What follows belongs to an exercise in optimizing a design on an open flow for small area; a production flow would make more cautious choices. In this exercise RTL edits were held to simulation tests only and were not proved equivalent to the original. No activity file was given, so power comes from the tool's default toggle rates.

File: design/flow/flow/abc_area_map.script
strash
dch
map -a
File: design/flow/config.mk
export PLATFORM = sky130hd
export DESIGN_NAME = shift_concat
export DESIGN_NICKNAME = shift_concat
export VERILOG_FILES = /design/flow/design.v
export SDC_FILE = /design/flow/constraint.sdc
export NUM_CORES = 4
export LEC_CHECK = 0
export ABC_AREA = 0
export CAP_MARGIN = 20
export CORE_MARGIN = 2
export CORE_UTILIZATION = 40
export SLEW_MARGIN = 20
export SYNTH_HIERARCHICAL = 1
File: design/flow/flow/abc_override.tcl
proc abc {args} {
  set i [lsearch -exact $args -script]
  if {$i >= 0} { lset args [expr {$i + 1}] @ABC_SCRIPT@ }
  yosys abc {*}$args
}
File: design/flow/standard.sh
#!/bin/bash
# synth_recipe.tcl (not shown) runs the flow's synth.tcl, then flattens the netlist and writes it again
# the make line also repeats each setting of config.mk as NAME=value (left out here)
make -C /OpenROAD-flow-scripts/flow DESIGN_CONFIG=/design/flow/config.mk WORK_HOME=/design/flow/orfs CLKGATE_MAP_FILE= SYNTH_SCRIPT=/design/flow/synth_recipe.tcl "${@:-finish}"
File: design/flow/flow/run.sh
#!/bin/bash
# Layout flow: the standard layout (standard.sh) with these changes:
#  - synthesis is the standard flow's own script (synth_recipe.tcl) with ABC's mapping step
#    run as an area-oriented script (flow/abc_area_map.script); the registers
#    and their names are those of the standard synthesis;
#  - the input and output ports are buffered with buf_1 cells;
#  - clock tree synthesis uses clkbuf_8 buffers, clusters of up to 40 sinks and no dummy loads.
# Each ORFS step writes its full log under orfs/logs/; make's own output goes
# to layout.log in the work folder.
set -euo pipefail
W=$(pwd)
F=$W/flow
{ sed "s#@ABC_SCRIPT@#$F/abc_area_map.script#" "$F/abc_override.tcl"; cat "$W/synth_recipe.tcl"; } > "$W/synth_area.tcl"
sed "s#SYNTH_SCRIPT=[^ ]*#SYNTH_SCRIPT=$W/synth_area.tcl#" "$W/standard.sh" > "$W/layout.sh"
grep -q "SYNTH_SCRIPT=$W/synth_area.tcl" "$W/layout.sh"
export BUFFER_PORTS_ARGS="-buffer_cell sky130_fd_sc_hd__buf_1"
export CTS_ARGS="-sink_clustering_enable -repair_clock_nets -dont_use_dummy_load -root_buf sky130_fd_sc_hd__clkbuf_8 -buf_list sky130_fd_sc_hd__clkbuf_4"
bash "$W/layout.sh" finish > "$W/layout.log" 2>&1
File: design/flow/design.v
`timescale 1 ns/ 1 ps
module sc_stage #(parameter K = 1, parameter W = 64, parameter FILL = 1'b0) (
  input  [W-1:0]   x,
  input            s,
  input            sn,
  output [W+K-1:0] y
);
  genvar i;
  generate
    for (i = 0; i < W + K; i = i + 1) begin : g
      if (i < K) begin : lo_fill
        if (FILL) assign y[i] = ~(x[i] | s);
        else      assign y[i] = ~(x[i] & sn);
      end else if (i >= W) begin : hi_fill
        if (FILL) assign y[i] = ~(x[i-K] | sn);
        else      assign y[i] = ~(x[i-K] & s);
      end else begin : mux
        assign y[i] = ~((x[i] | s) & (x[i-K] | sn));
      end
    end
  endgenerate
endmodule
module sc_mask (
  input  [63:0] d,
  input  [7:0]  gtH,
  input  [7:0]  geH,
  input  [6:0]  gtL,
  output [63:0] yn
);
  genvar j;
  generate
    for (j = 0; j < 64; j = j + 1) begin : g
      if (j % 8 == 7) begin : top
        assign yn[j] = ~(d[j] & gtH[j/8]);
      end else begin : mid
        assign yn[j] = ~(d[j] & geH[j/8] & (gtH[j/8] | gtL[j%8]));
      end
    end
  endgenerate
endmodule
module sc_merge (
  input  [63:0] sn,
  input  [62:0] hiN,
  input  [63:0] lo,
  input         ovN,
  input         selLo,
  output [63:0] y
);
  genvar i;
  generate
    for (i = 0; i < 64; i = i + 1) begin : g
      if (i < 63) begin : with_hi
        assign y[i] = ~((ovN | hiN[i]) & sn[i] & ~(selLo & lo[i]));
      end else begin : no_hi
        assign y[i] = ~(sn[i] & ~(selLo & lo[i]));
      end
    end
  endgenerate
endmodule
module shift_concat(clk, rst, stall, data_in,  valid_bits, msg_fin, data_out, done);
  input clk;
  input rst;
  input stall;
  input [63:0] data_in;
  input [6:0] valid_bits;
  input msg_fin;
  output done;
  output [63:0] data_out;
  reg [63:0] lo;             
  reg [62:0] hiN;            
  reg [5:0] totalValidBits;
  reg msgFinReg;
  reg overflow;
  reg live;                  
  wire [6:0] validAddition = {1'b0, totalValidBits} + valid_bits;
  wire [2:0] uh = valid_bits[5:3];
  wire [2:0] ul = valid_bits[2:0];
  wire vbZero = (valid_bits[5:0] == 6'd0);
  reg [7:0] gtH, geH;
  reg [6:0] gtL;
  integer j;
  always @* begin
    for (j = 0; j < 8; j = j + 1) begin
      gtH[j] = valid_bits[6] ? vbZero : (uh > j);
      geH[j] = valid_bits[6] ? vbZero : (uh >= j);
    end
    for (j = 0; j < 7; j = j + 1)
      gtL[j] = (ul > j);
  end
  wire [63:0] maskedInputN;
  sc_mask um (.d(data_in), .gtH(gtH), .geH(geH), .gtL(gtL), .yn(maskedInputN));
  wire [5:0] t = totalValidBits;
  wire [5:0] tn = ~totalValidBits;
  wire [64:0]  s0;    
  wire [66:0]  s1;    
  wire [70:0]  s2;    
  wire [78:0]  s3;    
  wire [94:0]  s4;    
  wire [126:0] s5;    
  sc_stage #(.K(1),  .W(64), .FILL(1'b1)) u0 (.x(maskedInputN), .s(t[0]), .sn(tn[0]), .y(s0));
  sc_stage #(.K(2),  .W(65), .FILL(1'b0)) u1 (.x(s0), .s(t[1]), .sn(tn[1]), .y(s1));
  sc_stage #(.K(4),  .W(67), .FILL(1'b1)) u2 (.x(s1), .s(t[2]), .sn(tn[2]), .y(s2));
  sc_stage #(.K(8),  .W(71), .FILL(1'b0)) u3 (.x(s2), .s(t[3]), .sn(tn[3]), .y(s3));
  sc_stage #(.K(16), .W(79), .FILL(1'b1)) u4 (.x(s3), .s(t[4]), .sn(tn[4]), .y(s4));
  sc_stage #(.K(32), .W(95), .FILL(1'b0)) u5 (.x(s4), .s(t[5]), .sn(tn[5]), .y(s5));
  wire [63:0] loNext;
  sc_merge umg (.sn(s5[63:0]), .hiN(hiN), .lo(lo), .ovN(~overflow), .selLo(~overflow & live), .y(loNext));
  assign done = overflow;
  assign data_out = lo;
  always @(posedge clk) begin
    lo <= loNext;
    hiN <= s5[126:64];
  end
  always @(posedge clk, negedge rst) begin
    if (~rst) begin
      totalValidBits <= 6'd0;
      overflow <= 1'b0;
      msgFinReg <= 1'b0;
      live <= 1'b0;
    end else begin
      live <= 1'b1;
      totalValidBits <= msgFinReg ? valid_bits[5:0] : validAddition[5:0];
      overflow <= (msgFinReg && totalValidBits != 6'd0) ? 1'b1 : validAddition[6];
      if (msg_fin)
        msgFinReg <= 1'b1;
      else if (totalValidBits == 6'd0)
        msgFinReg <= 1'b0;
    end
  end
endmodule
File: design/flow/constraint.sdc
create_clock -name core_clock -period 5.0 [get_ports {clk}]
set_input_delay 1.0000 -clock core_clock [delete_from_list [all_inputs] [get_ports {clk}]]
set_output_delay 1.0000 -clock core_clock [all_outputs]
set_load 0.01 [all_outputs]
==> results.toml, run 1 <==
[cells_and_area]
syn2layout_area_growth_pct = 15.2
post_layout_nonfiller_instances = 1324
drive_gt1_share_pct = 4.57
fill_cells = 1901
diodes = 0
fin_area_um2 = 8360
fin_util_pct = 46.7
final_net_count = 1179

[worst_setup_path]
rr_startpoint = "totalValidBits[0]"
r2r_cells = 9
crit_path_end = "lo[51]"
critPathLaunchType = "input pin"
r2r_slack_ps = 1910
startpoint = "valid_bits[4]"
crit_fanout = 15
crit_type = "input pin to flop"
end_kind = "flop"
worstPathArrival_ps = 4270
reg2reg_to = "lo[49]"
crit_required_ps = 5340

[global_route]
overflow = 0
grt_max_degree = 80
antenna_found_initial = 0
grt_pass1_vias = 7433
track_usage_pct = 25.0
grt_first_pass_wirelength_um = 38800

[routing]
first_pass_iters = 5
wirelength_um = 24900
vias = 8391
routed_via_density = 6.34
drt_iter0_drc = 769
ant_nets = 0
remaining_drc_errors = 0
avgRoutedWirePerCell_um = 18.8

[timing]
hold_ws_ps = 409
timing.final.hold_violations = 0
tightest_slew_ps = 1070
rsz0062_at_grt = "no"
max_freq_mhz = 254
finalMaxSlewViolations = 0
setup_ws_ps = 1070
final.setup_skew_ps = 39.3
finalCriticalPeriod_ps = 3930
max_slew_margin_pct = 28.4
fin_crit_sh_pct = 78.6
tns_ps = 0
setup_viol = 0

[clock_network]
cts_tree = "yes"
clock_latency_ps = 430
cts_resized = 0
post_cts_buffers = 0
cts_buffer_depth = 2
cts_hold_buffers = 0
cts_buffers = 17
cts_max_level = 4
clk_pin_slew_ps = 100
cts-root-buf = "clkbuf_8"
cts.sinks = 136

[run_status]
outcome = "complete, no violations"

[yosys]
synth_nets = 1007
synth_ff_type = "dfxtp_1"
ys_seq_elements = 136
synth-async-reset-ratio_pct = 6.62
synth_most_common_cell = "o22ai_1"
postSynthCellCount = 925
synthTopCellsByCount = "o22ai_1, nand2_1, dfxtp_1"
ys_seq_area_share_pct = 38.2
syn-cell-area_um2 = 7250
synthTopCellsByArea = "dfxtp_1, o22ai_1, o211ai_1"
synth_area_per_cell_um2 = 7.84
yosysWarnings = 7
synth_top_area_cell = "dfxtp_1"
synth_cell_types = 20
synth_top_area_share_pct = 35.0
synth_edf_count = 0

[placed_design]
placed_cell_area_um2 = 8210
place_congestion = 1.04
dp.cells = 1306
pre_cts_ws_ps = 639
port_buffers = 138
dp_hpwl_um = 18300

[power_and_ir_drop]
p_leak_nw = 2.53
total_power_mw = 2.51
ir_drop_v = 0.000140
p_per_area_nw_per_um2 = 301

[die]
die_area_um2 = 19200
io_pins = 140
die_x_um = 139
fp.coreArea_um2 = 17900
start_util_pct = 40.5
rows = 49
die_h_um = 139

[worst_hold_path]
min_path_cells = 1
holdCritPathClass = "flop to flop"

[job]
cap_viol_max_count = 0
## Yosys stat by module, one instance, submodules excluded, excerpt
| module | flip-flops and latches | cell area (µm²) |
|---|---|---|
| sc_mask | 0 | 450 |
| sc_merge | 0 | 717 |
| shift_concat | 136 | 3250 |
## critical path: stages
cell,delay (ps)
buf_1,150
nor2_1,200
nand2_1,100
nor2_1,100
clkinv_1,80
nor2_1,100
buf_4,180
clkinv_1,180
nand2_1,480
o211ai_1,200
o22ai_1,310
o22ai_1,190
o22ai_1,330
o22ai_1,160
o22ai_1,240
o22ai_1,130
o211ai_1,140
## where the power goes
part / switching (mW) / total [mW] / internal, mW
Combinational: 0.462 / 0.722 / 0.260
Sequential: 0.0719 / 1.29 / 1.21
Clock: 0.336 / 0.502 / 0.167
## cell usage in the layout, fill, tap and decap left out
master	synthesis	final
nand3_1	2	2
conb_1	1	1
o21ai_2	0	1
nor2_1	50	49
inv_2	0	1
dfxtp_1	127	127
clkinv_2	0	1
dfrtp_2	0	6
clkbuf_4	0	16
nor3_1	1	1
dfrtp_1	9	3
buf_1	8	138
xor2_1	3	3
o211ai_1	120	120
o31ai_1	2	2
xnor2_1	1	1
a31oi_1	2	2
clkbuf_8	0	1
buf_4	0	23
a21oi_1	8	8
nor2_4	0	1
o22ai_1	378	378
nand4_1	1	1
o21ai_0	9	8
ha_1	6	6
fa_1	1	1
nand2_1	173	173
clkinv_1	23	21
## flip-flops by register name (all words and copies together), names as in the netlist
signal / flops
lo: 64
hiN: 63
live: 1
totalValidBits: 6
msgFinReg: 1
overflow: 1
## routing by layer
| layer | track usage (%) | vias up | routed length, µm | part of all wire [%] |
|---|---|---|---|---|
| met5 | 0 | - | 0 | 0 |
| met4 | 7.87 | 0 | 580 | 2.3 |
| met3 | 4.49 | 41 | 1990 | 8.0 |
| met2 | 36.7 | 327 | 10400 | 42 |
| met1 | 37.2 | 3823 | 11900 | 48 |
| li1 | - | 4200 | - | - |
## kinds of logic after synthesis
family | count (synthesis) | synth area share, %
AO/OA/AOI/OAI | 519 | 46.6
AND/OR/NAND/NOR | 227 | 11.8
flip-flops | 136 | 38.2
buffers and inverters | 31 | 1.60
adder cells (fa/ha/maj) | 7 | 1.31
XOR/XNOR | 4 | 0.483
other | 1 | 0.0517
## final cells by class
cell class	instances	area (µm²)	share of cell area (%)
multi-input cells	758	4380	52.4
flip-flops and latches	136	2780	33.2
repair buffers	161	691	8.27
well taps	229	287	3.43
clock buffers	17	134	1.60
inverters	23	87.6	1.05
## how the worst min path moves through the flow
stage | start | to
after detailed placement | hiN[49] | lo[49]
after CTS | hiN[30] | lo[30]
final | hiN[30] | lo[30]
after global placement | hiN[50] | lo[50]
after global routing | hiN[30] | lo[30]
after floorplan | hiN[10] | lo[10]
==> inputs of run 2 (changes only) <==
--- a/design/flow/config.mk
+++ b/design/flow/config.mk
@@ -8,6 +8,6 @@
 export ABC_AREA = 0
 export CAP_MARGIN = 20
 export CORE_MARGIN = 2
-export CORE_UTILIZATION = 40
+export CORE_UTILIZATION = 60
 export SLEW_MARGIN = 20
 export SYNTH_HIERARCHICAL = 1
==> run 2 against run 1 <==
Net effect:
- critical endpoint is now lo[60]
- register-to-register slack worse by 600 ps
- hold slack worse by 4.9 ps
- core utilization increased by 23 points
- global-route usage increased by 11 points
- cell area fell by 1.4%
- sequential power about the same
- setup slack got worse by 310 ps
- cell count fell by 6.3%
- largest power group unchanged
- synthesized cell count unchanged
==> results.toml, run 2 <==
[cells_and_area]
largest_register_ffs = 64
drive_gt1_share_pct = 4.39
fin_area_um2 = 8240
regMostFlops = "lo"
mostFrequentLayoutCells = "o22ai_1, nand2_1, buf_1, dfxtp_1, o211ai_1"
diodes = 0
largestRegisters = "lo: 64 flops, hiN: 63 flops, totalValidBits: 6 flops"
final_common_cell = "o22ai_1"
syn2layout_area_growth_pct = 13.6
final_net_count = 1178
post_layout_nonfiller_instances = 1241

[power_and_ir_drop]
p_per_area_nw_per_um2 = 305
total_power_mw = 2.51
p_leak_nw = 2.52
ir_drop_v = 0.000245

[die]
io_pins = 140
die_h_um = 114
fp.coreArea_um2 = 11900
die_x_um = 114
rows = 40
die_area_um2 = 13000
start_util_pct = 60.9

[clock_network]
cts.sinks = 136
cts_resized = 0
cts_tree = "yes"
clk_pin_slew_ps = 110
clock_latency_ps = 440
cts_buffers = 17
cts_max_level = 4
post_cts_buffers = 0
cts_hold_buffers = 0
cts_buffer_depth = 2
cts-root-buf = "clkbuf_8"

[worst_setup_path]
critPathLaunchType = "input pin"
crit_type = "input pin to flop"
worstPathArrival_ps = 4600
end_kind = "flop"
crit_fanout = 15
crit_required_ps = 5360

[placed_design]
place_congestion = 0.994
placed_cell_area_um2 = 8110
dp.cells = 1224
dp_hpwl_um = 16700
port_buffers = 138

[yosys]
synth_area_per_cell_um2 = 7.84
ys_seq_elements = 136
yosysWarnings = 7
synth_ff_type = "dfxtp_1"
syn-cell-area_um2 = 7250
synth_most_common_cell = "o22ai_1"
synthTopCellsByArea = "dfxtp_1, o22ai_1, o211ai_1"
synth_top_area_cell = "dfxtp_1"
postSynthCellCount = 925
synth-async-reset-ratio_pct = 6.62
synth_nets = 1007
synth_edf_count = 0
synth_top_area_share_pct = 35.0
ys_seq_area_share_pct = 38.2
synthTopCellsByCount = "o22ai_1, nand2_1, dfxtp_1"
synth_cell_types = 20

[timing]
max_freq_mhz = 236
final.setup_skew_ps = 25.8
rsz0062_at_grt = "no"
tightest_slew_ps = 1060
timing.final.hold_violations = 0
finalCriticalPeriod_ps = 4240
fin_crit_sh_pct = 84.8
max_slew_margin_pct = 28.6
finalMaxSlewViolations = 0
setup_viol = 0
tns_ps = 0

[global_route]
track_usage_pct = 35.9
gr-usage-met2_pct = 54.8
grt_first_pass_wirelength_um = 36600
grt_busiest_layer = "met2"
grt_max_degree = 89
globalRouteMet1Util_pct = 48.4
grt_pass1_vias = 7393
grtUsageMet3_pct = 7.81
overflow = 0
antenna_found_initial = 0

[routing]
first_pass_iters = 6
vias = 8669
routed_via_density = 6.99
wirelength_um = 23800
ant_nets = 0
avgRoutedWirePerCell_um = 19.2
drt_iter0_drc = 934
remaining_drc_errors = 0

[run_status]
outcome = "complete, no violations"

[worst_hold_path]
holdCritPathClass = "flop to flop"

[job]
cap_viol_max_count = 0
==> run 2: through the flow <==
stage / hold slack [ps] / util, % / setup slack (ps)
global placement: 410 / 68.1 / 561
CTS: 401 / 69.2 / 951
global route: 414 / 69.2 / 496
detailed placement: 416 / 68.1 / 508
floorplan: 410 / - / 380
finish: 404 / 69.2 / 761
==> run 2: kinds of logic (layout without fill, tap and decap cells) <==
family          Yosys count  count (layout)  synth area share, %
compound gates          519             519                 46.6
simple gates            227             227                 11.8
flops                   136             136                 38.2
buf+inv                  31             200                 1.60
fa+ha+maj                 7               7                 1.31
xor+xnor                  4               4                0.483
other cells               1               1               0.0517
==> run 2: per-module statistics from Yosys, one instance, submodules excluded, excerpt <==
module	cells	area (µm²)
sc_mask	64	450
sc_merge	128	717
shift_concat	229	3250
==> run 2: final cells by class <==
type,instances,area (µm²)
clock buffer,17,134
inverter,23,87.6
fill,1071,3670
sequential,136,2780
multi-input combinational,758,4380
timing repair buffer,160,683
tap,147,184
==> run 2: worst paths after layout <==
kind	cells after the start	end	slack, ps	from
setup / recovery	18	lo[60]	760	valid_bits[1]
hold / removal	1	lo[1]	400	hiN[1]
setup reg to reg	10	lo[54]	1310	totalValidBits[0]
hold reg to reg	1	lo[1]	400	hiN[1]
max in group asynchronous	1	totalValidBits[0]	4140	rst
min in group asynchronous	1	totalValidBits[3]	510	rst
==> run 2: power by group <==
group / internal (mW) / total, mW / switching, mW
clock network: 0.166 / 0.501 / 0.334
registers: 1.21 / 1.27 / 0.0586
logic: 0.259 / 0.740 / 0.480
total: 1.64 / 2.51 / 0.873
==> run 2: layer usage <==
layer	vias to the layer above	wire length (µm)	share of wire [%]
met5	-	0	0
met1	3909	10200	43
met3	79	2360	9.9
met4	0	937	3.9
li1	4188	-	-
met2	493	10300	43
==> run 2: critical path, stage by stage <==
cell,delay [ps]
buf_1,130
nor2_1,210
nand2_1,70
buf_4,180
nor2_1,120
clkinv_1,80
nor2_1,90
buf_4,170
clkinv_1,170
o21ai_1,610
o211ai_1,250
o22ai_1,280
o22ai_1,180
o22ai_1,340
o22ai_1,160
o22ai_1,250
o22ai_1,140
o211ai_1,130
==> inputs of run 3 (changes only) <==
--- a/design/flow/flow/run.sh
+++ b/design/flow/flow/run.sh
@@ -4,7 +4,7 @@
 #    run as an area-oriented script (flow/abc_area_map.script); the registers
 #    and their names are those of the standard synthesis;
 #  - the input and output ports are buffered with buf_1 cells;
-#  - clock tree synthesis uses clkbuf_8 buffers, clusters of up to 40 sinks and no dummy loads.
+#  - clock tree synthesis uses a clkbuf_8 root, clkbuf_4 buffers below it and no dummy loads.
 # Each ORFS step writes its full log under orfs/logs/; make's own output goes
 # to layout.log in the work folder.
 set -euo pipefail
==> run 3 against run 2 <==
Net effect:
- clock skew is the same
- critical path type unchanged
- sequential share of layout area is the same
- first-iteration DRC count is the same
- cell area is the same
- core utilization is the same
- die area is the same
- critical endpoint unchanged
- total power is the same
- routed wire length is the same
- area after synthesis is the same
- flip-flop and latch count is the same
==> results.toml, run 3 <==
[run_status]
outcome = "complete, no violations"

[power_and_ir_drop]
p_per_area_nw_per_um2 = 305
ir_drop_v = 0.000245
p_leak_nw = 2.52
total_power_mw = 2.51

[worst_setup_path]
critPathBufInv = 5
max_stage_delay_ps = 610
crit_fanout = 15
cpMostUsedCell = "o22ai_1"
crit_type = "input pin to flop"
rr_startpoint = "totalValidBits[0]"
startpoint = "valid_bits[1]"
worstPathArrival_ps = 4600
end_kind = "flop"
crit_chain = "buf_1, nor2_1, nand2_1, buf_4, nor2_1, clkinv_1, nor2_1, buf_4, clkinv_1, o21ai_1, o211ai_1, o22ai_1, o22ai_1, o22ai_1, o22ai_1, o22ai_1, o22ai_1, o211ai_1"
crit_required_ps = 5360
cpMaxStageDelayCell = "o21ai_1"
critPathLaunchType = "input pin"
path_delay_family = "compound AO/OA/AOI/OAI gates"

[cells_and_area]
final_net_count = 1178
largest_register_ffs = 64
diodes = 0
drive_gt1_share_pct = 4.39
regMostFlops = "lo"
fin_util_pct = 69.2
multiInputGateArea_um2 = 4380
fin_area_um2 = 8240
largestRegisters = "lo: 64 flops, hiN: 63 flops, totalValidBits: 6 flops"
post_layout_nonfiller_instances = 1241
fill_cells = 1071
final_common_cell = "o22ai_1"
seq_area_um2 = 2780
syn2layout_area_growth_pct = 13.6
mostFrequentLayoutCells = "o22ai_1, nand2_1, buf_1, dfxtp_1, o211ai_1"

[yosys]
synth_top_area_share_pct = 35.0
ys_seq_elements = 136
synth_compound_area_share_pct = 46.6
synth_mux_area_share_pct = 0
synth-async-reset-ratio_pct = 6.62
synth-adder-area-share_pct = 1.31
syn-cell-area_um2 = 7250
synth_nets = 1007
yosys.area_share.simple_pct = 11.8
synth_ff_type = "dfxtp_1"
synth_top_family_by_area = "compound AO/OA/AOI/OAI gates"
synthTopCellsByCount = "o22ai_1, nand2_1, dfxtp_1"
synth_cell_types = 20
synth_edf_count = 0
yosysWarnings = 7
postSynthCellCount = 925
ys_seq_area_share_pct = 38.2
synthXorXnorAreaFrac_pct = 0.483
synthTopCellsByArea = "dfxtp_1, o22ai_1, o211ai_1"
synth_top_area_cell = "dfxtp_1"
synth_area_per_cell_um2 = 7.84
synth_most_common_cell = "o22ai_1"

[timing]
tns_ps = 0
max_slew_margin_pct = 28.6
timing.final.hold_violations = 0
hold_ws_ps = 404
max_freq_mhz = 236
finalMaxSlewViolations = 0
setup_viol = 0
finalCriticalPeriod_ps = 4240
fin_crit_sh_pct = 84.8
rsz0062_at_grt = "no"
setup_ws_ps = 761
final.setup_skew_ps = 25.8
tightest_slew_ps = 1060

[clock_network]
cts_buffers = 17
clock_latency_ps = 440
post_cts_buffers = 0
clk_pin_slew_ps = 110
cts_buffer_depth = 2
cts.sinks = 136
cts-root-buf = "clkbuf_8"
cts_max_level = 4
cts_tree = "yes"
cts_hold_buffers = 0
cts_resized = 0

[routing]
ant_nets = 0
wirelength_um = 23800
remaining_drc_errors = 0
vias = 8669
avgRoutedWirePerCell_um = 19.2
first_pass_iters = 6
routed_via_density = 6.99
drt_iter0_drc = 934

[placed_design]
placed_cell_area_um2 = 8110
port_buffers = 138
dp_hpwl_um = 16700
pre_cts_ws_ps = 508
place_congestion = 0.994
dp.cells = 1224

[global_route]
antenna_found_initial = 0
grt_max_degree = 89
grt_first_pass_wirelength_um = 36600
track_usage_pct = 35.9
grt_pass1_vias = 7393
overflow = 0

[die]
rows = 40
io_pins = 140
die_h_um = 114
fp.coreArea_um2 = 11900
start_util_pct = 60.9
die_x_um = 114
die_area_um2 = 13000

[worst_hold_path]
holdCritPathClass = "flop to flop"
hold_start = "hiN[1]"

[job]
cap_viol_max_count = 0
## run 3: cell counts in the layout (fill, tap and decap cells not counted)
No cell type changed its count.
## run 3: metal layers
layer  GRT usage (%)  vias up  wire length, µm
li1                -     4188                -
met1            48.4     3909            10200
met2            54.8      493            10300
met3            7.81       79             2360
met4            16.9        0              937
met5               0        -                0
## run 3: cell type report
class,count,share of cell area [%]
Multi-Input combinational cell,758,53.1
Sequential cell,136,33.7
Timing Repair Buffer,160,8.29
Tap cell,147,2.23
Clock buffer,17,1.62
Inverter,23,1.06
## run 3: modules after synthesis, one instance, submodules excluded, a selection
| module | cells inside | flip-flops and latches | cell area (µm²) | times used |
|---|---|---|---|---|
| sc_merge | 128 | 0 | 717 | 1 |
| sc_mask | 64 | 0 | 450 | 1 |
| shift_concat | 229 | 136 | 3250 | 1 |
## run 3: final timing paths
| check | depth (start not counted) | endpoint | slack [ps] |
|---|---|---|---|
| min in group asynchronous | 1 | totalValidBits[3] | 510 |
| max | 18 | lo[60] | 760 |
| min | 1 | lo[1] | 400 |
| max in group asynchronous | 1 | totalValidBits[0] | 4140 |
| max reg2reg | 10 | lo[54] | 1310 |
| min reg2reg | 1 | lo[1] | 400 |
## run 3: power breakdown
group	total, mW	switching (mW)	internal (mW)
logic	0.740	0.480	0.259
registers	1.27	0.0586	1.21
clock network	0.501	0.334	0.166
total	2.51	0.873	1.64
## run 3: worst reg2reg max path, cell delays in order (launching register included)
cell	delay (ps)
dfrtp_2	340
buf_4	510
clkinv_1	660
buf_4	480
o22ai_1	330
o22ai_1	170
o22ai_1	410
o22ai_1	160
o22ai_1	290
o22ai_1	150
o211ai_1	130
## run 3: cell families (layout without fill, tap and decap cells)
group,count (synthesis),in the layout
DFF,136,136
and+or+nand+nor,227,227
AOI/OAI and AO/OA,519,519
xor gates and xnor gates,4,4
buffers and inverters,31,200
adders and majority gates,7,7
other,1,1
==> inputs of run 4 (changes only) <==
--- a/design/flow/config.mk
+++ b/design/flow/config.mk
@@ -6,8 +6,8 @@
 export NUM_CORES = 4
 export LEC_CHECK = 0
 export ABC_AREA = 0
-export CAP_MARGIN = 20
+export CAP_MARGIN = 0
 export CORE_MARGIN = 2
 export CORE_UTILIZATION = 60
-export SLEW_MARGIN = 20
+export SLEW_MARGIN = 0
 export SYNTH_HIERARCHICAL = 1
==> run 4 against run 3 <==
Net effect:
- setup slack gained 25 ps
- still clean
- first-iteration DRC count grew 0.75%
- critical path depth is the same
- largest cell class unchanged
- non-clock buffer count is the same
- routed wire length shrank 0.36%
- sequential share of layout area is essentially flat
- cell area is essentially flat
- highest routed layer unchanged
- largest power group unchanged
- core utilization is essentially flat
==> results.toml, run 4 <==
[run_status]
outcome = "complete, no violations"

[placed_design]
placed_cell_area_um2 = 8110
dp_hpwl_um = 16700
port_buffers = 138
place_congestion = 0.994

[clock_network]
clock_latency_ps = 450
cts_buffer_depth = 2
cts_hold_buffers = 0
cts_buffers = 17
cts-root-buf = "clkbuf_8"
clk_pin_slew_ps = 110
post_cts_buffers = 0
cts.sinks = 136
cts_resized = 0
cts_max_level = 4
cts_tree = "yes"

[power_and_ir_drop]
p_switching_uw = 875
p_comb_share_pct = 29.4
ir_drop_v = 0.000245
pwr-share-clk_pct = 20.0
p_leak_nw = 2.52
power.internal_mw = 1.64
seq_power_share_pct = 50.6
p_per_area_nw_per_um2 = 305
swShare_pct = 34.8

[cells_and_area]
fin_area_um2 = 8240
largestRegisters = "lo: 64 flops, hiN: 63 flops, totalValidBits: 6 flops"
final_common_cell = "o22ai_1"
regMostFlops = "lo"
diodes = 0
final_net_count = 1178
fill_cells = 1070
drive_gt1_share_pct = 4.39
syn2layout_area_growth_pct = 13.6
largest_register_ffs = 64
seq_area_um2 = 2780
multiInputGateArea_um2 = 4380
mostFrequentLayoutCells = "o22ai_1, nand2_1, buf_1, dfxtp_1, o211ai_1"

[yosys]
synth_top_area_cell = "dfxtp_1"
synthTopCellsByArea = "dfxtp_1, o22ai_1, o211ai_1"
ys_seq_elements = 136
synthTopCellsByCount = "o22ai_1, nand2_1, dfxtp_1"
yosys.area_share.simple_pct = 11.8
synth_nets = 1007
ys_seq_area_share_pct = 38.2
synth_area_per_cell_um2 = 7.84
synth_top_family_by_area = "compound AO/OA/AOI/OAI gates"
synth-async-reset-ratio_pct = 6.62
yosysWarnings = 7
postSynthCellCount = 925
synth_top_area_share_pct = 35.0
synth_mux_area_share_pct = 0
synthXorXnorAreaFrac_pct = 0.483
synth_cell_types = 20
synth_most_common_cell = "o22ai_1"
synth_compound_area_share_pct = 46.6
synth_ff_type = "dfxtp_1"
syn-cell-area_um2 = 7250
synth_edf_count = 0
synth-adder-area-share_pct = 1.31

[die]
die_x_um = 114
die_area_um2 = 13000
io_pins = 140
rows = 40
start_util_pct = 60.9
fp.coreArea_um2 = 11900
die_h_um = 114

[timing]
max_slew_margin_pct = 15.6
tns_ps = 0
final.setup_skew_ps = 26.4
finalMaxSlewViolations = 0
setup_viol = 0
timing.final.hold_violations = 0
finalCriticalPeriod_ps = 4210
tightest_slew_ps = 1270
fin_crit_sh_pct = 84.3
rsz0062_at_grt = "no"
max_freq_mhz = 237

[global_route]
overflow = 0
grt_pass1_vias = 7393
track_usage_pct = 35.9
grt_max_degree = 89
antenna_found_initial = 0
grt_first_pass_wirelength_um = 36600

[routing]
ant_nets = 0
avgRoutedWirePerCell_um = 19.1
remaining_drc_errors = 0
drt_iter0_drc = 941
first_pass_iters = 6
vias = 8643
routed_via_density = 6.96
wirelength_um = 23700

[worst_setup_path]
end_kind = "flop"
max_stage_delay_ps = 610
critPathBufInv = 5
crit_chain = "buf_1, nor2_1, nand2_1, buf_4, nor2_1, clkinv_1, nor2_1, buf_4, clkinv_1, o21ai_1, o211ai_1, o22ai_1, o22ai_1, o22ai_1, o22ai_1, o22ai_1, o22ai_1, o211ai_1"
path_delay_family = "compound AO/OA/AOI/OAI gates"
cpMostUsedCell = "o22ai_1"
crit_required_ps = 5370
critPathLaunchType = "input pin"
cpMaxStageDelayCell = "o21ai_1"
crit_type = "input pin to flop"
crit_fanout = 15
worstPathArrival_ps = 4580

[worst_hold_path]
holdCritPathClass = "flop to flop"

[job]
cap_viol_max_count = 0
## run 4: area by class of cell
type | count | area share, %
multi-input combinational | 758 | 53.1
sequential | 136 | 33.7
timing repair buffer | 160 | 8.29
tap | 147 | 2.23
clock buffer | 17 | 1.62
inverter | 23 | 1.05
## run 4: worst paths after layout
kind	start	end	slack [ps]	depth (start not counted)
worst max-delay path	valid_bits[1]	lo[60]	790	18
worst min-delay path	hiN[1]	lo[1]	400	1
worst max register to register	totalValidBits[0]	lo[54]	1370	10
worst min register to register	hiN[1]	lo[1]	400	1
max in group asynchronous	rst	totalValidBits[0]	4140	1
min in group asynchronous	rst	totalValidBits[3]	500	1
## run 4: metal layers
| metal | global-route usage [%] | routed length (µm) |
|---|---|---|
| met5 | 0 | 0 |
| met4 | 16.9 | 966 |
| met3 | 7.81 | 2320 |
| met2 | 54.8 | 10300 |
| met1 | 48.4 | 10100 |
## run 4: power groups by stage
stage          clock [mW]  combinational (mW)  sequential [mW]
2_1_floorplan           0               0.418             1.37
3_3_place_gp            0               0.705             1.29
3_5_place_dp            0               0.714             1.30
4_1_cts             0.507               0.717             1.27
5_1_grt             0.549               0.802             1.29
6_report            0.504               0.739             1.27
## run 4: per-module statistics from Yosys (local to each module, per instance), a selection
module | flip-flops and latches | times used | cells | area, µm²
shift_concat | 136 | 1 | 229 | 3250
sc_merge | 0 | 1 | 128 | 717
sc_mask | 0 | 1 | 64 | 450
## run 4: cells by family after synthesis
logic type                 count (synthesis)
xor gates and xnor gates                   4
adders and majority gates                  7
buffers and inverters                     31
and+or+nand+nor                          227
DFF                                      136
other                                      1
AOI/OAI and AO/OA                        519
## run 4: stage by stage
step / power (mW) / util [%] / hold slack, ps / instances / setup WS [ps]
global route: 2.64 / 69.2 / 414 / 1241 / 502
finish: 2.52 / 69.2 / 399 / 1241 / 787
global placement: 2.00 / 68.1 / 410 / 1224 / 561
detailed placement: 2.01 / 68.1 / 416 / 1224 / 508
floorplan: 1.79 / - / 410 / 925 / 380
CTS: 2.50 / 69.2 / 401 / 1241 / 951
## run 4: worst register-to-register path, delay by kind of cell, from the launching register on
| kind | cells | cell delay, ps |
|---|---|---|
| AOI/OAI and AO/OA | 7 | 1580 |
| buffers and inverters | 3 | 1650 |
| DFF | 1 | 340 |
==> inputs of run 5 (changes only) <==
--- a/design/flow/design.v
+++ b/design/flow/design.v
@@ -72,7 +72,8 @@
   reg msgFinReg;
   reg overflow;
   reg live;                  
-  wire [6:0] validAddition = {1'b0, totalValidBits} + valid_bits;
+  wire flushMore = msgFinReg & (totalValidBits != 6'd0);
+  wire [6:0] validAddition = {1'b0, totalValidBits & {6{~msgFinReg}}} + valid_bits;
   wire [2:0] uh = valid_bits[5:3];
   wire [2:0] ul = valid_bits[2:0];
   wire vbZero = (valid_bits[5:0] == 6'd0);
@@ -119,12 +120,9 @@
       live <= 1'b0;
     end else begin
       live <= 1'b1;
-      totalValidBits <= msgFinReg ? valid_bits[5:0] : validAddition[5:0];
-      overflow <= (msgFinReg && totalValidBits != 6'd0) ? 1'b1 : validAddition[6];
-      if (msg_fin)
-        msgFinReg <= 1'b1;
-      else if (totalValidBits == 6'd0)
-        msgFinReg <= 1'b0;
+      totalValidBits <= validAddition[5:0];
+      overflow <= flushMore | validAddition[6];
+      msgFinReg <= msg_fin | flushMore;
     end
   end
 endmodule
--- a/design/flow/config.mk
+++ b/design/flow/config.mk
@@ -6,8 +6,8 @@
 export NUM_CORES = 4
 export LEC_CHECK = 0
 export ABC_AREA = 0
-export CAP_MARGIN = 0
+export CAP_MARGIN = 20
 export CORE_MARGIN = 2
-export CORE_UTILIZATION = 60
-export SLEW_MARGIN = 0
+export CORE_UTILIZATION = 75
+export SLEW_MARGIN = 20
 export SYNTH_HIERARCHICAL = 1
==> run 5 against run 4 <==
Net effect:
- synthesized cell count fell by 1.3%
- core utilization rose by 19 points
- clock-buffer cell count did not move
- cell area fell by 0.65%
==> results.toml, run 5 <==
[yosys]
synthXorXnorAreaFrac_pct = 0.487
yosysWarnings = 7
ys_seq_elements = 136
synth_most_common_cell = "o22ai_1"
synth-async-reset-ratio_pct = 6.62
synthTopCellsByCount = "o22ai_1, nand2_1, dfxtp_1"
synth-adder-area-share_pct = 1.32
synth_top_area_cell = "dfxtp_1"
yosys.area_share.simple_pct = 11.9
synth_mux_area_share_pct = 0
synth_edf_count = 0
synth_compound_area_share_pct = 46.5
synthTopCellsByArea = "dfxtp_1, o22ai_1, o211ai_1"
syn-cell-area_um2 = 7200
synth_top_family_by_area = "compound AO/OA/AOI/OAI gates"
synth_ff_type = "dfxtp_1"
synth_top_area_share_pct = 35.3
synth_cell_types = 22
synth_area_per_cell_um2 = 7.89
synth_nets = 995
postSynthCellCount = 913
ys_seq_area_share_pct = 38.4

[placed_design]
place_congestion = 1.10
dp_hpwl_um = 16800
port_buffers = 138
dp.cells = 1198

[global_route]
antenna_found_initial = 0
overflow = 0
grt_first_pass_wirelength_um = 38000
grt_pass1_vias = 7941
track_usage_pct = 46.4
grt_max_degree = 97

[clock_network]
cts_buffer_depth = 2
cts_hold_buffers = 0
cts.sinks = 136
cts-root-buf = "clkbuf_8"
clock_latency_ps = 420
cts_max_level = 4
cts_buffers = 17
clk_pin_slew_ps = 120
post_cts_buffers = 0
cts_tree = "yes"
cts_resized = 0

[power_and_ir_drop]
p_leak_nw = 2.53
p_per_area_nw_per_um2 = 314
ir_drop_v = 0.000237

[worst_setup_path]
end_kind = "flop"
r2r_slack_ps = 1980
max_stage_delay_ps = 570
crit_type = "input pin to flop"
crit_fanout = 16
worstPathArrival_ps = 5050
crit_chain = "buf_1, clkinv_1, nand2_1, nor2_1, clkinv_1, nor2_1, buf_4, clkinv_1, nand2_1, clkinv_1, o21ai_0, buf_4, o211ai_1, o22ai_1, o22ai_1, o22ai_1, o22ai_1, o22ai_1, o22ai_1, o211ai_1"
critPathLaunchType = "input pin"
cpMostUsedCell = "o22ai_1"
path_delay_family = "compound AO/OA/AOI/OAI gates"
cpMaxStageDelayCell = "buf_1"
crit_required_ps = 5250
critPathBufInv = 7
r2r_cells = 8
cp.depth = 20

[worst_hold_path]
holdCritPathClass = "flop to flop"
min_path_cells = 1

[timing]
timing.final.hold_violations = 0
max_freq_mhz = 208
fin_crit_sh_pct = 96.1
finalCriticalPeriod_ps = 4810
setup_viol = 0
hold_ws_ps = 385
tns_ps = 0
max_slew_margin_pct = 28.8
finalMaxSlewViolations = 0
rsz0062_at_grt = "no"
final.setup_skew_ps = 39.7
tightest_slew_ps = 1060

[cells_and_area]
regMostFlops = "lo"
syn2layout_area_growth_pct = 13.7
drive_gt1_share_pct = 4.70
largestRegisters = "lo: 64 flops, hiN: 63 flops, totalValidBits: 6 flops"
final_net_count = 1170
mostFrequentLayoutCells = "o22ai_1, nand2_1, buf_1, dfxtp_1, o211ai_1"
largest_register_ffs = 64
post_layout_nonfiller_instances = 1215
final_common_cell = "o22ai_1"
diodes = 0
fill_cells = 549

[die]
io_pins = 140
rows = 35
die_x_um = 102
die_area_um2 = 10400
fp.coreArea_um2 = 9280
die_h_um = 102
start_util_pct = 77.6

[routing]
avgRoutedWirePerCell_um = 20.4
wirelength_um = 24800
first_pass_iters = 8
remaining_drc_errors = 0
ant_nets = 0
vias = 9327
drt_iter0_drc = 1801
routed_via_density = 7.68

[job]
cap_viol_max_count = 0

[run_status]
outcome = "complete, no violations"
[run 5: cell types whose count changed after synthesis]
cell	previous run	this run
a21boi_0	0	1
o21ai_0	9	8
nand2_1	173	169
nand3_1	2	1
o211ai_1	120	119
clkinv_1	23	19
a21o_2	0	1
a31oi_1	2	1
buf_1	8	6
a21oi_1	8	4
o31ai_1	2	1
nor2_1	50	55
[run 5: worst register-to-register path: cells and delay by family (launching register included)]
family | cells | cell delay (ps)
buffers and inverters | 2 | 1160
AO/OA/AOI/OAI | 6 | 1310
flip-flops | 1 | 380
[run 5: report_power, final]
part	switching (mW)	leakage, nW	internal [mW]
logic	0.520	1.29	0.267
registers	0.0608	1.16	1.22
clock network	0.335	0.0808	0.167
total	0.916	2.53	1.66
[run 5: final cells by class]
class / instances / area, µm² / area share [%]
clock buffer: 17 / 134 / 1.64
sequential: 136 / 2780 / 33.9
tap: 129 / 161 / 1.97
inverter: 19 / 71.3 / 0.871
timing repair buffer: 162 / 698 / 8.53
multi-input combinational: 752 / 4350 / 53.1
[run 5: per-module statistics from Yosys (local to each module, per instance), excerpt]
module        area, µm²  copies in the design  cells inside  flip-flops and latches
sc_mask             450                     1            64                       0
shift_concat       3200                     1           217                     136
sc_merge            717                     1           128                       0
[run 5: path summary, 6_finish.rpt]
path,start,to
worst min-delay path,hiN[18],lo[18]
worst max-delay path,valid_bits[2],lo[55]
min in group asynchronous,rst,totalValidBits[1]
worst max register to register,totalValidBits[1],lo[55]
worst min register to register,hiN[18],lo[18]
max in group asynchronous,rst,totalValidBits[0]
[run 5: cells by family after synthesis]
kind of cell    after synthesis
fa+ha+maj                     7
other cells                   1
buf+inv                      25
flops                       136
xor+xnor                      4
compound gates              513
simple gates                227
[run 5: metrics by stage]
stage / util (%) / setup WS, ps / power [mW] / instance area, µm²
2_1_floorplan: - / 598 / 1.81 / 7200
3_3_place_gp: 86.7 / 387 / 2.01 / 8050
3_5_place_dp: 86.7 / 209 / 2.05 / 8050
4_1_cts: 88.2 / 585 / 2.53 / 8190
5_1_grt: 88.2 / 149 / 2.69 / 8190
6_report: 88.2 / 193 / 2.57 / 8190
[run 5: metal layers]
layer,GRT usage [%],wire length (µm),vias up
met5,0,0,-
met4,22.8,1890,0
met3,12.8,3630,243
met2,74.3,10700,853
met1,57.8,8580,4076
li1,-,-,4155
==> inputs of run 6 (changes only) <==
--- a/design/flow/config.mk
+++ b/design/flow/config.mk
@@ -8,6 +8,6 @@
 export ABC_AREA = 0
 export CAP_MARGIN = 20
 export CORE_MARGIN = 2
-export CORE_UTILIZATION = 75
+export CORE_UTILIZATION = 60
 export SLEW_MARGIN = 20
 export SYNTH_HIERARCHICAL = 1
==> run 6 against run 5 <==
Net effect:
- still clean
- critical path depth did not move
- via count fell by 8.2%
- flip-flop and latch count did not move
- clock power fell by 1%
- clock skew fell by 8.1 ps
- global-route usage fell by 10 points
- sequential power barely moved
- largest cell class unchanged
==> results.toml, run 6 <==
[yosys]
synth_area_per_cell_um2 = 7.89
yosysWarnings = 7
synthTopCellsByCount = "o22ai_1, nand2_1, dfxtp_1"
synth_most_common_cell = "o22ai_1"
syn-cell-area_um2 = 7200
postSynthCellCount = 913
synth_edf_count = 0
synth_cell_types = 22
ys_seq_elements = 136
synth-async-reset-ratio_pct = 6.62
synth_ff_type = "dfxtp_1"
synth_nets = 995
synthTopCellsByArea = "dfxtp_1, o22ai_1, o211ai_1"
synth_top_area_cell = "dfxtp_1"
synth_top_area_share_pct = 35.3
ys_seq_area_share_pct = 38.4

[power_and_ir_drop]
p_leak_nw = 2.53
ir_drop_v = 0.000265
p_per_area_nw_per_um2 = 310

[clock_network]
cts_buffers = 17
clock_latency_ps = 430
cts_tree = "yes"
cts-root-buf = "clkbuf_8"
cts_hold_buffers = 0
post_cts_buffers = 0
cts_resized = 0
cts.sinks = 136
cts_max_level = 4
clk_pin_slew_ps = 110
cts_buffer_depth = 2

[worst_setup_path]
cpMaxStageDelayCell = "nand2_1"
crit_chain = "buf_1, nor2_1, nand2_1, nor2_1, clkinv_1, nor2_1, buf_4, clkinv_1, nand2_1, clkinv_1, o21ai_0, buf_4, o211ai_1, o22ai_1, o22ai_1, o22ai_1, o22ai_1, o22ai_1, o22ai_1, o211ai_1"
r2r_cells = 7
crit_required_ps = 5320
end_kind = "flop"
max_stage_delay_ps = 410
rr_startpoint = "totalValidBits[3]"
critPathLaunchType = "input pin"
r2r_slack_ps = 1770
crit_type = "input pin to flop"
worstPathArrival_ps = 4550
reg2reg_to = "lo[38]"
cpMostUsedCell = "o22ai_1"
crit_fanout = 16

[timing]
finalCriticalPeriod_ps = 4230
max_slew_margin_pct = 38.1
finalMaxSlewViolations = 0
fin_crit_sh_pct = 84.6
tns_ps = 0
rsz0062_at_grt = "no"
max_freq_mhz = 236
tightest_slew_ps = 928
setup_viol = 0
timing.final.hold_violations = 0
final.setup_skew_ps = 31.6

[routing]
vias = 8563
wirelength_um = 23700
avgRoutedWirePerCell_um = 19.2
drt_iter0_drc = 1059
remaining_drc_errors = 0
first_pass_iters = 6
routed_via_density = 6.94
ant_nets = 0

[global_route]
grt_pass1_vias = 7178
overflow = 0
grt_max_degree = 97
antenna_found_initial = 0
grt_first_pass_wirelength_um = 36800
track_usage_pct = 36.3

[cells_and_area]
mostFrequentLayoutCells = "o22ai_1, nand2_1, buf_1, dfxtp_1, o211ai_1"
multiInputGateArea_um2 = 4350
fin_util_pct = 69.3
largest_register_ffs = 64
syn2layout_area_growth_pct = 14.1
fill_cells = 1035
largestRegisters = "lo: 64 flops, hiN: 63 flops, totalValidBits: 6 flops"
diodes = 0
final_common_cell = "o22ai_1"
seq_area_um2 = 2780
drive_gt1_share_pct = 4.78
final_net_count = 1171
regMostFlops = "lo"

[worst_hold_path]
min_to = "lo[7]"
holdCritPathClass = "flop to flop"
hold_start = "hiN[7]"
min_path_cells = 1

[die]
io_pins = 140
rows = 40
die_x_um = 114
start_util_pct = 60.7
fp.coreArea_um2 = 11900
die_area_um2 = 12900
die_h_um = 114

[placed_design]
place_congestion = 0.962
port_buffers = 138
dp_hpwl_um = 16700

[job]
cap_viol_max_count = 0

[run_status]
outcome = "complete, no violations"
==> run 6: routing by layer <==
metal	GRT usage, %	share of wire [%]	vias up	routed length [µm]
met1	50.2	43	3864	10300
met2	54.9	43	491	10200
li1	-	-	4152	-
met5	0	0	-	0
met4	15.0	3.3	0	779
met3	8.29	10	56	2410
==> run 6: where the power goes <==
group / internal (mW) / leakage (nW) / switching (mW)
registers: 1.22 / 1.16 / 0.0587
clock network: 0.167 / 0.0808 / 0.331
logic: 0.267 / 1.29 / 0.497
==> run 6: modules after synthesis, one instance, submodules excluded, excerpt <==
module | flip-flops and latches | cell area (µm²) | times used
shift_concat | 136 | 3200 | 1
sc_merge | 0 | 717 | 1
sc_mask | 0 | 450 | 1
==> run 6: kinds of logic after synthesis <==
| kind of cell | after synthesis | share of synthesized area (%) |
|---|---|---|
| AO/OA/AOI/OAI | 513 | 46.5 |
| flip-flops | 136 | 38.4 |
| other | 1 | 0.0521 |
| adder cells (fa/ha/maj) | 7 | 1.32 |
| XOR/XNOR | 4 | 0.487 |
| AND/OR/NAND/NOR | 227 | 11.9 |
| buffers and inverters | 25 | 1.30 |
==> run 6: cell type report <==
cell class                      count  area share (%)
Multi-Input combinational cell    752            52.9
Sequential cell                   136            33.8
Timing Repair Buffer              163            8.59
Tap cell                          147            2.24
Clock buffer                       17            1.63
Inverter                           19           0.868
==> run 6: how the worst max path moves through the flow <==
stage	slack [ps]	end	from	cells after the start
2_1_floorplan	600	totalValidBits[5]	totalValidBits[4]	6
3_3_place_gp	580	lo[54]	valid_bits[1]	20
3_5_place_dp	510	lo[49]	valid_bits[1]	20
4_1_cts	960	lo[35]	valid_bits[1]	20
5_1_grt	460	lo[49]	valid_bits[1]	20
6_report	770	lo[35]	valid_bits[1]	20
==> run 6: critical path, delay by kind of cell <==
| kind | cells | cell delay (ps) |
|---|---|---|
| AOI/OAI and AO/OA | 9 | 1760 |
| and+or+nand+nor | 5 | 860 |
| buffers and inverters | 6 | 930 |
==> run 6: through the flow <==
step                instance area [µm²]  setup WS, ps  hold WS [ps]  total power, mW  instances
floorplan                          7200           598           410             1.81        913
global route                       8220           459           411             2.68       1234
finish                             8220           768           393             2.55       1234
detailed placement                 8080           513           416             2.05       1217
CTS                                8220           957           398             2.53       1234
global placement                   8080           579           410             2.03       1217

[what the ideal ports hide]
In the flow no input, the clock included, has a driving cell. The finished layouts below were timed again as built, in two steps.
Step 1, drivers: a clkbuf_16 drives clk and a buf_2 each remaining input, both assumed.
Step 2 moves the port delays by t, midway between the first and last clock arrival at a register: inputs arrive t later, outputs are due t later. That takes back most of the time a late clock gives input paths.
Slacks: ideal / step 1 / step 2; pairs: ideal / step 1.
| run | t, ns | setup slack, ns | worst setup path at the end | latest minus earliest clock arrival (ns) |
|---|---|---|---|---|
| run 1 | 0.454 | 1.070 / 1.084 / 0.630 | input to register | 0.039 / 0.039 |
| run 2 | 0.463 | 0.761 / 0.781 / 0.319 | input to register | 0.029 / 0.029 |
| run 3 | 0.463 | 0.761 / 0.781 / 0.319 | input to register | 0.029 / 0.029 |
| run 4 | 0.469 | 0.787 / 0.805 / 0.336 | input to register | 0.030 / 0.030 |
| run 5 | 0.436 | 0.193 / 0.192 / -0.245 | input to register | 0.042 / 0.041 |
| run 6 | 0.451 | 0.768 / 0.785 / 0.335 | input to register | 0.032 / 0.031 |
Met with ideal ports but missed after step 2: setup timing in run 5. For run 4, which loses most, drivers alone change the setup slack by +0.018 ns; drivers and shift together by -0.451 ns.
